What follows belongs to an exercise in optimizing a design on an open flow for small area, a short achievable clock period and few clock cycles; a production flow would make more cautious choices.
At most, simulation tests tie the RTL to the original design; equivalence was not proved.

==> job 4156 <==
Design conv, start of the top module:
module conv #(parameter AW = 5, parameter DB = 10) (
  input         clk,
  input         rst_n,
  input  [7:0]  ifmap_data,
  output        ifmap_rdy,
  input         ifmap_vld,
  input  [7:0]  weight_data,
  output        weight_rdy,
  input         weight_vld,
  output [31:0] ofmap_data,
  input         ofmap_rdy,
  output        ofmap_vld,
  input  [15:0] config_data,
  output        config_rdy,
  input         config_vld
);
export LEC_CHECK = 0
export CAP_MARGIN = 20
export CORE_MARGIN = 2
export CORE_UTILIZATION = 65
export CTS_CLUSTER_DIAMETER = 100
export CTS_CLUSTER_SIZE = 30
export PLACE_DENSITY = 0.8
export SLEW_MARGIN = 20
create_clock -name core_clock -period 16.0 [get_ports {clk}]
standard.sh (not shown) runs the stock make flow with config.mk's settings and CLKGATE_MAP_FILE= SYNTH_SCRIPT=/design/flow/synth_recipe.tcl, a recipe that flattens the netlist after the stock synthesis.
==> flow/flow/run.sh <==
#!/bin/bash
# Layout flow: the standard synthesis and ORFS layout, with the post-placement
# timing repair (repair_timing) asked to leave a larger setup margin, so that it
# keeps optimising paths well below the 16 ns clock. The SDC and the clock period
# are the design's own; only the optimisation target of the repair changes.
set -euo pipefail
MARGIN=${MARGIN:-11.5}
# 1. Standard synthesis, unchanged.
bash standard.sh synth > synth.log 2>&1
# 2. Floorplan to final layout with the same ORFS make command, plus the margin.
MAKECMD=$(grep '^make ' standard.sh | sed 's/"\${@:-finish}"//')
eval "$MAKECMD SETUP_SLACK_MARGIN=$MARGIN SKIP_GATE_CLONING=1 finish" > layout.log 2>&1
# 3. Write out/final.def (targets are up to date, so make does nothing here).
bash standard.sh finish > def.log 2>&1
==> job 5981: changes against job 4156 <==
--- a/flow/design.v
+++ b/flow/design.v
@@ -620,15 +620,15 @@
   wire [4:0]    pstep = oxl ? d_rowstep : {3'd0, c_s};
   wire [AW-1:0] rtb_n = rtb + d_z;
   always @(posedge clk) begin
     if (!rst_n) begin
       s <= 4'd0; s0 <= 1'b1; pend <= 1'b0; rl <= 1'b1; ox <= 4'd0; oxl <= 1'b0;
       fx <= 2'd0; fy <= 2'd0; ic1 <= 4'd0; oc1 <= 8'd0;
       fxl <= 1'b0; fyl <= 1'b0; icl <= 1'b0; ocl <= 1'b0; fb <= 1'b1;
-      rel <= 5'd0; rd <= 0; bo <= 5'd0; bb <= 0; rtb <= 0;
+      rel <= 5'd0; bo <= 5'd0; bb <= 0; rtb <= 0;
       rpar <= 1'b0;
     end else if (st_r) begin
       oxl <= d_ox1;
       fxl <= d_fx1;
       fyl <= d_fy1;
       icl <= d_ic11;
       ocl <= d_oc11;
@@ -643,18 +643,18 @@
         if (lb) begin
           fx <= 2'd0; fy <= 2'd0; ic1 <= 4'd0;
           fxl <= d_fx1; fyl <= d_fy1; icl <= d_ic11;
           fb <= 1'b1;
           bo <= 5'd0; rel <= 5'd0;
           if (ocl) begin
             oc1 <= 8'd0; ocl <= d_oc11;
-            rtb <= rtb_n; rpar <= ~rpar; rd <= rtb_n; bb <= rtb_n;
+            rtb <= rtb_n; rpar <= ~rpar; bb <= rtb_n;
           end else begin
             oc1 <= oc1 + 8'd1; ocl <= (oc1 == d_oc1m2);
-            rd <= rtb; bb <= rtb;
+            bb <= rtb;
           end
         end else begin
           fb <= 1'b0;
           if (!fxl) begin
             fx <= fx + 2'd1; fxl <= (fx + 2'd1 == c_fxm1);
           end else begin
             fx <= 2'd0; fxl <= d_fx1;
@@ -664,50 +664,70 @@
               fy <= 2'd0; fyl <= d_fy1;
               ic1 <= ic1 + 4'd1; icl <= (ic1 + 4'd1 == c_ic1m1);
             end
           end
           bo  <= bo_nx;
           rel <= bo_nx;
           bb  <= bb + bstep;
-          rd  <= bb + bstep;
         end
       end else begin
         s    <= s + 4'd1;
         s0   <= 1'b0;
         pend <= (s == 4'd14);
         rl   <= rl & (s != c_pm1);
         if (rl) begin
           ox   <= oxl ? 4'd0 : ox + 4'd1;
           oxl  <= oxl ? d_ox1 : (ox == d_oxm2);
           rel  <= rel + pstep;
-          rd   <= rd + pstep;
         end
       end
     end
   end
-  reg        t1_v, t1_first, t1_final, t1_real;
+  reg  [31:0]   rd_oh;       
+  wire [AW-1:0] rd_nx = !issue ? rd :
+                        !pend  ? (rl ? rd + pstep : rd) :
+                        lb     ? (ocl ? rtb_n : rtb) : bb + bstep;
+  always @(posedge clk) begin
+    if (!rst_n) begin
+      rd    <= 0;
+      rd_oh <= 32'd1;
+    end else if (!st_r) begin
+      rd    <= rd_nx;
+      for (i = 0; i < 32; i = i + 1) rd_oh[i] <= (rd_nx == i);
+    end
+  end
+  reg        t1_v, t1_first, t1_final, t1_real, t1_end;
   reg [47:0] x_r;           
-  reg        t2_v, t2_first, t2_final, t2_real;
+  reg        t2_v, t2_final, t2_real;
+  reg        t2_zero;       
   reg [21:0] cs_s [0:3];    
   reg [21:0] cs_c [0:3];
-  wire [31:0] x_w = {ib[{rd, 2'd3}], ib[{rd, 2'd2}], ib[{rd, 2'd1}], ib[{rd, 2'd0}]};
+  wire [31:0] x_t [0:32];
+  assign x_t[0] = 32'd0;
+  generate
+    for (g = 0; g < 32; g = g + 1) begin : rdw
+      assign x_t[g+1] = x_t[g] | ({32{rd_oh[g]}} & {ib[4*g+3], ib[4*g+2], ib[4*g+1], ib[4*g]});
+    end
+  endgenerate
+  wire [31:0] x_w = x_t[32];
   wire [47:0] x_e;
   generate
     for (g = 0; g < 4; g = g + 1) begin : xe
       benc8 enc (.w(x_w[g*8 +: 8]), .e(x_e[g*12 +: 12]));
     end
   endgenerate
   always @(posedge clk) begin
-    x_r <= x_e;
     t1_first <= fb;
     t1_final <= lb;
     t1_real  <= rl;
-    t2_first <= t1_first;
+    t1_end   <= pend;
+    x_r      <= x_e;
     t2_final <= t1_final;
     t2_real  <= t1_real;
+    t2_zero  <= t1_end ? t1_final : t1_first;
     if (!rst_n) begin
       t1_v <= 1'b0;
       t2_v <= 1'b0;
     end else begin
       t1_v <= issue;
       t2_v <= t1_v;
     end
@@ -723,58 +743,68 @@
       always @(posedge clk) begin
         cs_s[h] <= sv;
         cs_c[h] <= cv;
       end
     end
   endgenerate
   reg  [87:0] ch [0:15];
-  wire [87:0] head = ch[0];
   wire [87:0] acc_n;
   generate
     for (g = 0; g < 4; g = g + 1) begin : acc
-      wire [21:0] hv = t2_first ? 22'd0 : head[g*22 +: 22];
-      assign acc_n[g*22 +: 22] = hv + cs_s[g] + cs_c[g];
+      assign acc_n[g*22 +: 22] = ch[0][g*22 +: 22] + cs_s[g] + cs_c[g];
     end
   endgenerate
   always @(posedge clk) begin
     if (t2_v) begin
-      for (i = 0; i < 15; i = i + 1) ch[i] <= ch[i+1];
+      for (i = 1; i < 15; i = i + 1) ch[i] <= ch[i+1];
       ch[15] <= acc_n;
     end
+    if (!rst_n)    ch[0] <= 88'd0;
+    else if (t2_v) ch[0] <= t2_zero ? 88'd0 : ch[1];
   end
   reg [87:0] db [0:DB-1];
-  reg [21:0] o_r;
+  reg [21:0] o_r;        
+  reg        o_s;        
   reg        ov;
+  reg        navnz;      
   reg        dwr;        
   wire       alloc = issue & lb & rl;
   wire [87:0] dpix = db[rp];
   wire [21:0] dval = dpix[dq*22 +: 22];
-  wire       otake = (nav != 5'd0) & (~ov | ofmap_rdy);
+  wire       otake = navnz & (~ov | ofmap_rdy);
   assign pdone = otake & (dq == 2'd3);
+  wire [4:0] nal_a = nal + {4'd0, alloc};
+  wire [4:0] nav_a = nav + {4'd0, dwr};
+  wire [4:0] nal_d = nal_a - 5'd1;
+  wire [4:0] nav_d = nav_a - 5'd1;
+  wire [3:0] rp_i  = (rp == DB - 1) ? 4'd0 : rp + 4'd1;
   always @(posedge clk) begin
     if (dwr) db[wp] <= ch[15];
     if (otake) o_r <= dval;
+    o_s <= otake ? dval[21] : o_r[21];
     if (!rst_n) begin
-      dwr <= 1'b0;
-      wp  <= 4'd0;
-      rp  <= 4'd0;
-      dq  <= 2'd0;
-      nal <= 5'd0;
-      nav <= 5'd0;
-      ov  <= 1'b0;
+      dwr   <= 1'b0;
+      wp    <= 4'd0;
+      rp    <= 4'd0;
+      dq    <= 2'd0;
+      nal   <= 5'd0;
+      nav   <= 5'd0;
+      navnz <= 1'b0;
+      ov    <= 1'b0;
     end else begin
       dwr <= t2_v & t2_final & t2_real;
       if (dwr) wp <= (wp == DB - 1) ? 4'd0 : wp + 4'd1;
-      if (pdone) rp <= (rp == DB - 1) ? 4'd0 : rp + 4'd1;
-      nal <= nal + {4'd0, alloc} - {4'd0, pdone};
-      nav <= nav + {4'd0, dwr} - {4'd0, pdone};
+      if (pdone) rp <= rp_i;
+      nal   <= pdone ? nal_d : nal_a;
+      nav   <= pdone ? nav_d : nav_a;
+      navnz <= pdone ? (nav_d != 5'd0) : (nav_a != 5'd0);
       if (otake) begin
         ov <= 1'b1;
         dq <= dq + 2'd1;
       end else if (ofmap_rdy) begin
         ov <= 1'b0;
       end
     end
   end
   assign ofmap_vld  = ov;
-  assign ofmap_data = {{10{o_r[21]}}, o_r};
+  assign ofmap_data = {{10{o_s}}, o_r};
 endmodule
- CTS_CLUSTER_DIAMETER: 100 -> 80
- CTS_CLUSTER_SIZE: 30 -> 20
- GPL_TIMING_DRIVEN: default -> 1
==> job 9839: changes against job 4156 <==
--- a/flow/design.v
+++ b/flow/design.v
@@ -620,15 +620,15 @@
   wire [4:0]    pstep = oxl ? d_rowstep : {3'd0, c_s};
   wire [AW-1:0] rtb_n = rtb + d_z;
   always @(posedge clk) begin
     if (!rst_n) begin
       s <= 4'd0; s0 <= 1'b1; pend <= 1'b0; rl <= 1'b1; ox <= 4'd0; oxl <= 1'b0;
       fx <= 2'd0; fy <= 2'd0; ic1 <= 4'd0; oc1 <= 8'd0;
       fxl <= 1'b0; fyl <= 1'b0; icl <= 1'b0; ocl <= 1'b0; fb <= 1'b1;
-      rel <= 5'd0; rd <= 0; bo <= 5'd0; bb <= 0; rtb <= 0;
+      rel <= 5'd0; bo <= 5'd0; bb <= 0; rtb <= 0;
       rpar <= 1'b0;
     end else if (st_r) begin
       oxl <= d_ox1;
       fxl <= d_fx1;
       fyl <= d_fy1;
       icl <= d_ic11;
       ocl <= d_oc11;
@@ -643,18 +643,18 @@
         if (lb) begin
           fx <= 2'd0; fy <= 2'd0; ic1 <= 4'd0;
           fxl <= d_fx1; fyl <= d_fy1; icl <= d_ic11;
           fb <= 1'b1;
           bo <= 5'd0; rel <= 5'd0;
           if (ocl) begin
             oc1 <= 8'd0; ocl <= d_oc11;
-            rtb <= rtb_n; rpar <= ~rpar; rd <= rtb_n; bb <= rtb_n;
+            rtb <= rtb_n; rpar <= ~rpar; bb <= rtb_n;
           end else begin
             oc1 <= oc1 + 8'd1; ocl <= (oc1 == d_oc1m2);
-            rd <= rtb; bb <= rtb;
+            bb <= rtb;
           end
         end else begin
           fb <= 1'b0;
           if (!fxl) begin
             fx <= fx + 2'd1; fxl <= (fx + 2'd1 == c_fxm1);
           end else begin
             fx <= 2'd0; fxl <= d_fx1;
@@ -664,50 +664,70 @@
               fy <= 2'd0; fyl <= d_fy1;
               ic1 <= ic1 + 4'd1; icl <= (ic1 + 4'd1 == c_ic1m1);
             end
           end
           bo  <= bo_nx;
           rel <= bo_nx;
           bb  <= bb + bstep;
-          rd  <= bb + bstep;
         end
       end else begin
         s    <= s + 4'd1;
         s0   <= 1'b0;
         pend <= (s == 4'd14);
         rl   <= rl & (s != c_pm1);
         if (rl) begin
           ox   <= oxl ? 4'd0 : ox + 4'd1;
           oxl  <= oxl ? d_ox1 : (ox == d_oxm2);
           rel  <= rel + pstep;
-          rd   <= rd + pstep;
         end
       end
     end
   end
-  reg        t1_v, t1_first, t1_final, t1_real;
+  reg  [31:0]   rd_oh;       
+  wire [AW-1:0] rd_nx = !issue ? rd :
+                        !pend  ? (rl ? rd + pstep : rd) :
+                        lb     ? (ocl ? rtb_n : rtb) : bb + bstep;
+  always @(posedge clk) begin
+    if (!rst_n) begin
+      rd    <= 0;
+      rd_oh <= 32'd1;
+    end else if (!st_r) begin
+      rd    <= rd_nx;
+      for (i = 0; i < 32; i = i + 1) rd_oh[i] <= (rd_nx == i);
+    end
+  end
+  reg        t1_v, t1_first, t1_final, t1_real, t1_end;
   reg [47:0] x_r;           
-  reg        t2_v, t2_first, t2_final, t2_real;
+  reg        t2_v, t2_final, t2_real;
+  reg        t2_zero;       
   reg [21:0] cs_s [0:3];    
   reg [21:0] cs_c [0:3];
-  wire [31:0] x_w = {ib[{rd, 2'd3}], ib[{rd, 2'd2}], ib[{rd, 2'd1}], ib[{rd, 2'd0}]};
+  wire [31:0] x_t [0:32];
+  assign x_t[0] = 32'd0;
+  generate
+    for (g = 0; g < 32; g = g + 1) begin : rdw
+      assign x_t[g+1] = x_t[g] | ({32{rd_oh[g]}} & {ib[4*g+3], ib[4*g+2], ib[4*g+1], ib[4*g]});
+    end
+  endgenerate
+  wire [31:0] x_w = x_t[32];
   wire [47:0] x_e;
   generate
     for (g = 0; g < 4; g = g + 1) begin : xe
       benc8 enc (.w(x_w[g*8 +: 8]), .e(x_e[g*12 +: 12]));
     end
   endgenerate
   always @(posedge clk) begin
-    x_r <= x_e;
     t1_first <= fb;
     t1_final <= lb;
     t1_real  <= rl;
-    t2_first <= t1_first;
+    t1_end   <= pend;
+    x_r      <= x_e;
     t2_final <= t1_final;
     t2_real  <= t1_real;
+    t2_zero  <= t1_end ? t1_final : t1_first;
     if (!rst_n) begin
       t1_v <= 1'b0;
       t2_v <= 1'b0;
     end else begin
       t1_v <= issue;
       t2_v <= t1_v;
     end
@@ -723,58 +743,68 @@
       always @(posedge clk) begin
         cs_s[h] <= sv;
         cs_c[h] <= cv;
       end
     end
   endgenerate
   reg  [87:0] ch [0:15];
-  wire [87:0] head = ch[0];
   wire [87:0] acc_n;
   generate
     for (g = 0; g < 4; g = g + 1) begin : acc
-      wire [21:0] hv = t2_first ? 22'd0 : head[g*22 +: 22];
-      assign acc_n[g*22 +: 22] = hv + cs_s[g] + cs_c[g];
+      assign acc_n[g*22 +: 22] = ch[0][g*22 +: 22] + cs_s[g] + cs_c[g];
     end
   endgenerate
   always @(posedge clk) begin
     if (t2_v) begin
-      for (i = 0; i < 15; i = i + 1) ch[i] <= ch[i+1];
+      for (i = 1; i < 15; i = i + 1) ch[i] <= ch[i+1];
       ch[15] <= acc_n;
     end
+    if (!rst_n)    ch[0] <= 88'd0;
+    else if (t2_v) ch[0] <= t2_zero ? 88'd0 : ch[1];
   end
   reg [87:0] db [0:DB-1];
-  reg [21:0] o_r;
+  reg [21:0] o_r;        
+  reg [21:0] o_p;        
   reg        ov;
+  reg        navnz;      
   reg        dwr;        
   wire       alloc = issue & lb & rl;
   wire [87:0] dpix = db[rp];
   wire [21:0] dval = dpix[dq*22 +: 22];
-  wire       otake = (nav != 5'd0) & (~ov | ofmap_rdy);
+  wire       otake = navnz & (~ov | ofmap_rdy);
   assign pdone = otake & (dq == 2'd3);
+  wire [4:0] nal_a = nal + {4'd0, alloc};
+  wire [4:0] nav_a = nav + {4'd0, dwr};
+  wire [4:0] nal_d = nal_a - 5'd1;
+  wire [4:0] nav_d = nav_a - 5'd1;
+  wire [3:0] rp_i  = (rp == DB - 1) ? 4'd0 : rp + 4'd1;
   always @(posedge clk) begin
     if (dwr) db[wp] <= ch[15];
     if (otake) o_r <= dval;
+    o_p <= otake ? dval : o_r;
     if (!rst_n) begin
-      dwr <= 1'b0;
-      wp  <= 4'd0;
-      rp  <= 4'd0;
-      dq  <= 2'd0;
-      nal <= 5'd0;
-      nav <= 5'd0;
-      ov  <= 1'b0;
+      dwr   <= 1'b0;
+      wp    <= 4'd0;
+      rp    <= 4'd0;
+      dq    <= 2'd0;
+      nal   <= 5'd0;
+      nav   <= 5'd0;
+      navnz <= 1'b0;
+      ov    <= 1'b0;
     end else begin
       dwr <= t2_v & t2_final & t2_real;
       if (dwr) wp <= (wp == DB - 1) ? 4'd0 : wp + 4'd1;
-      if (pdone) rp <= (rp == DB - 1) ? 4'd0 : rp + 4'd1;
-      nal <= nal + {4'd0, alloc} - {4'd0, pdone};
-      nav <= nav + {4'd0, dwr} - {4'd0, pdone};
+      if (pdone) rp <= rp_i;
+      nal   <= pdone ? nal_d : nal_a;
+      nav   <= pdone ? nav_d : nav_a;
+      navnz <= pdone ? (nav_d != 5'd0) : (nav_a != 5'd0);
       if (otake) begin
         ov <= 1'b1;
         dq <= dq + 2'd1;
       end else if (ofmap_rdy) begin
         ov <= 1'b0;
       end
     end
   end
   assign ofmap_vld  = ov;
-  assign ofmap_data = {{10{o_r[21]}}, o_r};
+  assign ofmap_data = {{10{o_p[21]}}, o_p};
 endmodule
- CTS_CLUSTER_DIAMETER: 100 -> 80
- CTS_CLUSTER_SIZE: 30 -> 20
==> job 3157: changes against job 4156 <==
--- a/flow/design.v
+++ b/flow/design.v
@@ -739,24 +739,26 @@
     if (t2_v) begin
       for (i = 0; i < 15; i = i + 1) ch[i] <= ch[i+1];
       ch[15] <= acc_n;
     end
   end
   reg [87:0] db [0:DB-1];
   reg [21:0] o_r;
+  reg        o_s;        
   reg        ov;
   reg        dwr;        
   wire       alloc = issue & lb & rl;
   wire [87:0] dpix = db[rp];
   wire [21:0] dval = dpix[dq*22 +: 22];
   wire       otake = (nav != 5'd0) & (~ov | ofmap_rdy);
   assign pdone = otake & (dq == 2'd3);
   always @(posedge clk) begin
     if (dwr) db[wp] <= ch[15];
     if (otake) o_r <= dval;
+    o_s <= otake ? dval[21] : o_r[21];
     if (!rst_n) begin
       dwr <= 1'b0;
       wp  <= 4'd0;
       rp  <= 4'd0;
       dq  <= 2'd0;
       nal <= 5'd0;
       nav <= 5'd0;
@@ -772,9 +774,9 @@
         dq <= dq + 2'd1;
       end else if (ofmap_rdy) begin
         ov <= 1'b0;
       end
     end
   end
   assign ofmap_vld  = ov;
-  assign ofmap_data = {{10{o_r[21]}}, o_r};
+  assign ofmap_data = {{10{o_s}}, o_r};
 endmodule
- CTS_CLUSTER_DIAMETER: 100 -> 80
- CTS_CLUSTER_SIZE: 30 -> 20
==> run notes <==
                                                                          job 4156        job 3157        job 9839        job 5981
Synth Area in Adders                                                         9.20%           9.19%           9.21%           9.23%
GR met3 Demand/Resource                                                      5.60%           6.85%           9.51%           8.97%
CTS sink cnt                                                                  4071            4072            4100            4101
Placer Congestion                                                            0.927           0.905           0.943           0.939
First-pass GRT wire length                                                  573 mm          618 mm          629 mm          665 mm
FF+latch count                                                                4071            4072            4100            4101
Clock network contribution to total cell area                                2.69%           3.74%           3.78%           3.78%
Number of optimization iterations in the first detailed-route pass               6               9               8              11
Outcome                                                             finished clean  finished clean  finished clean  finished clean
Register share of the cell area                                              64.7%           63.8%           64.4%           64.3%
Non-clock inverter total of the final layout                                   771             778             818             811
Multiplexer share of the synthesized area                                    8.50%           8.56%           4.17%           4.18%
Distinct cell type count of the synthesized netlist                             75              83              93              86
Layout cell share with drive strength beyond 1                               13.8%           14.8%           10.5%           11.4%
Testbench counts of job 4156, summed over its fixed seeds: cycles 19,358.
For job 5981, job 9839 and job 3157, only the layout was checked, not whether the RTL still works.

## static timing again, ports no longer ideal
The flow's constraints put no driver on any port. The routed layouts listed below were extracted and timed again, unchanged, in two steps. Step 1 (the two cells are an assumption about what drives the block):
set clk [get_ports {clk}]
set_driving_cell -lib_cell sky130_fd_sc_hd__clkbuf_16 $clk
set_driving_cell -lib_cell sky130_fd_sc_hd__buf_2 [delete_from_list [all_inputs] $clk]
Step 2 moves the port delays by t, midway between the first and last clock arrival at a register: inputs arrive t later, outputs are due t later. That takes back most of the time a late clock gives input paths. a / b / c = ideal ports / drivers / drivers and shift; a / b = the first two.
run	shift t [ns]	setup slack, ns	latest minus earliest clock arrival (ns)	worst slew at a driven data input, ns	cell pins on the clock port's net
job 4156	0.962	11.053 / 10.970 / 10.553	0.129 / 0.129	0.28	1
job 5981	1.027	11.144 / 11.033 / 10.603	0.090 / 0.090	0.06	1
job 9839	1.033	10.985 / 10.886 / 10.588	0.088 / 0.088	0.06	1
job 3157	1.039	11.193 / 11.089 / 10.528	0.136 / 0.136	0.30	1
After both steps setup and hold are still met in every run listed. The setup slack of job 3157, which loses most, moves by -0.104 ns with the drivers and by -0.665 ns with both steps.
